This design comes from an exercise in tuning for small area and a short achievable clock period on the open sky130 flow, not from production work.
Function was checked by simulation only, so behaviour that the tests miss may differ from the original.

==> branch xenon: inputs <==
Design DIv, start of the top module:
module DIv (clock, rst, numerator, denom, div);
  input clock, rst;
  input [63:0] numerator, denom;
  output [63:0] div;
  reg  [63:0] x;
  reg  [5:0]  n;
  genvar gi;
  integer k;
  wire [15:0] nz, hi, ln;
  generate for (gi = 0; gi < 16; gi = gi + 1) begin : g_nz
    assign nz[gi] = |denom[4*gi+3:4*gi];
    if (gi == 15) begin : g_top
      assign hi[gi] = 1'b0;
    end else begin : g_low
      assign hi[gi] = |nz[15:gi+1];
    end
    assign ln[gi] = nz[gi] & ~hi[gi];
  end endgenerate
  wire [71:0] dp = {denom, 8'd0};
  reg [11:0] win;
  reg [3:0] hn;       
  always @(*) begin
    win = 12'd0; hn = 4'd0;
    for (k = 0; k < 16; k = k + 1) begin
      win = win | (dp[4*k +: 12] & {12{ln[k]}});
      hn = hn | ((4'd15 - k[3:0]) & {4{ln[k]}});
    end
  end
  wire c = ~denom[63];
  wire [1:0] lq = win[11] ? 2'd0 : win[10] ? 2'd1 : win[9] ? 2'd2 : 2'd3;
  wire [6:0] w7 = win[11] ? win[10:4] : win[10] ? win[9:3] : win[9] ? win[8:2] : win[7:1];
  wire [15:0] e16;
  wire [7:0] e8;
  generate for (gi = 0; gi < 16; gi = gi + 1) begin : g_e16
    assign e16[gi] = w7[3:0] == gi;
  end endgenerate
  generate for (gi = 0; gi < 8; gi = gi + 1) begin : g_e8
    assign e8[gi] = w7[6:4] == gi;
  end endgenerate
  wire cy = c & (&w7[3:0]);
  wire [15:0] al = c ? {e16[14:0], e16[15]} : e16;
  ...
clock: 12.5 ns
lec_check: 0
cap_margin: 20
cell_pad_in_sites_detail_placement: 1
cell_pad_in_sites_global_placement: 1
core_margin: 2
core_utilization: 40
place_density: 0.45
setup_slack_margin: 5
slew_margin: 20
synth_hierarchical: 1
synth_memory_max_bits: 32768
tns_end_percent: 5
standard.sh (not shown) runs the stock make flow with config.mk's settings and CLKGATE_MAP_FILE= SYNTH_SCRIPT=/design/flow/synth_recipe.tcl, a recipe that flattens the netlist after the stock synthesis.
==> flow/flow/run.sh <==
#!/bin/bash
set -euo pipefail
MARGIN=$(cat flow/margin.txt)
sed -E "s/SETUP_SLACK_MARGIN=[^ ]*/SETUP_SLACK_MARGIN=${MARGIN}/" standard.sh > standard_margin.sh
grep -q "SETUP_SLACK_MARGIN=${MARGIN}" standard_margin.sh
bash standard_margin.sh > standard_margin.log 2>&1
==> flow/flow/margin.txt <==
7
==> inputs of branch pepper, as changes to branch xenon <==
==> flow/run.sh (new file) <==
#!/bin/bash
# synth_recipe.tcl (not shown) runs the flow's synth.tcl, then flattens the netlist and writes it again
# the make line also repeats each setting of config.mk as NAME=value (left out here)
make -C /OpenROAD-flow-scripts/flow DESIGN_CONFIG=/design/flow/config.mk WORK_HOME=/design/flow/orfs CLKGATE_MAP_FILE= SYNTH_SCRIPT=/design/flow/synth_recipe.tcl finish
removed: flow/flow/run.sh
removed: flow/flow/margin.txt
removed: flow/standard.sh
==> flow_summary.json <==
{
  "run_status": "complete, no violations",
  "layoutNonFillerInstCount": 6096,
  "multi_input_gate_area_um2": 37400,
  "grtUsageTotal_pct": 40.5,
  "critical_path.n_buffers_inverters": 6,
  "proportion_of_cell_area_occupied_by_multi_input_gates_pct": 68.6,
  "share_of_post_route_cells_with_drive_strength_above_1_pct": 15.6,
  "endpoint": "cs[73]",
  "nClkBuffers": 60
}
[end of results for branch xenon]
==> flow_summary.json <==
{
  "share_of_post_route_cells_with_drive_strength_above_1_pct": 9.26,
  "grtUsageTotal_pct": 38.9,
  "proportion_of_cell_area_occupied_by_multi_input_gates_pct": 70.5,
  "run_status": "complete, no violations",
  "critical_path.n_buffers_inverters": 1
}
[end of results for branch pepper]

* * *

==> inputs of 11-24 <==
Another version of the RTL of DIv (not shown whole).
export LEC_CHECK = 0
export CAP_MARGIN = 20
export CELL_PAD_IN_SITES_DETAIL_PLACEMENT = 1
export CELL_PAD_IN_SITES_GLOBAL_PLACEMENT = 1
export CORE_MARGIN = 2
export CORE_UTILIZATION = 40
export PLACE_DENSITY = 0.45
export SETUP_SLACK_MARGIN = 5
export SLEW_MARGIN = 20
export SYNTH_HIERARCHICAL = 1
export SYNTH_MEMORY_MAX_BITS = 32768
export TNS_END_PERCENT = 5
create_clock -name core_clock -period 12.5 [get_ports {clock}]
==> flow/flow/run.sh <==
#!/bin/bash
set -euo pipefail
MARGIN=$(cat flow/margin.txt)
sed -E "s/SETUP_SLACK_MARGIN=[^ ]*/SETUP_SLACK_MARGIN=${MARGIN}/" standard.sh > standard_margin.sh
grep -q "SETUP_SLACK_MARGIN=${MARGIN}" standard_margin.sh
bash standard_margin.sh > standard_margin.log 2>&1
==> flow/flow/margin.txt <==
7
==> 08-18 (differences from 11-24) <==
==> flow/flow/margin.txt (replaced) <==
8
==> qor summary <==
metric	08-18	11-24
Minimum clock period after layout	5.802 ns	5.903 ns
Fill count	12240	12330
Result of the run	complete, no violations	complete, no violations
Via-per-instance ratio	7.657	7.653
Last element of the critical path	cs[33]	cs[89]
Post-detailed-placement half-perimeter wirelength	146800 um	147100 um
Total Routing Usage GR	0.3929	0.3987
Vias in the first global route	49670	49570
Share of cells above drive strength 1	0.1722	0.1344
Timing startpoint of the critical path	dl[10]	dl[4]
WL met1	91250 um	89750 um
Multi-input gate share of total cell area	0.6892	0.6925
Required arrival time at the worst endpoint	13.00 ns	13.03 ns
Setup slack after layout	6.698 ns	6.597 ns
Final non-clock buffer share	0.08961	0.07965

## afterwards: timing with drivers on the ports
Ports are ideal in the flow. The routed layouts listed here were re-timed in OpenROAD. Step 1 sets driving cells, clkbuf_16 on the clock port and buf_2 on the other inputs (assumed; they add their load-dependent delay and slew). Step 2 moves the port delays by t, midway between the first and last clock arrival at a register: inputs arrive t later, outputs are due t later. That takes back most of the time a late clock gives input paths. Three values: ideal ports, drivers, drivers and shift; two values: the first two.
run	shift t [ns]	slack for setup (ns)	worst register clock-pin slew, ns
branch xenon	0.722	6.754 / 6.754 / 6.181	0.07 / 0.07
branch pepper	0.720	5.339 / 5.339 / 4.846	0.07 / 0.07
11-24	0.731	6.597 / 6.597 / 6.203	0.07 / 0.07
08-18	0.718	6.698 / 6.698 / 6.208	0.07 / 0.07
After both steps setup and hold are still met in every run listed. The setup slack of branch xenon, which loses most, moves by 0.000 ns with the drivers and by -0.573 ns with both steps.
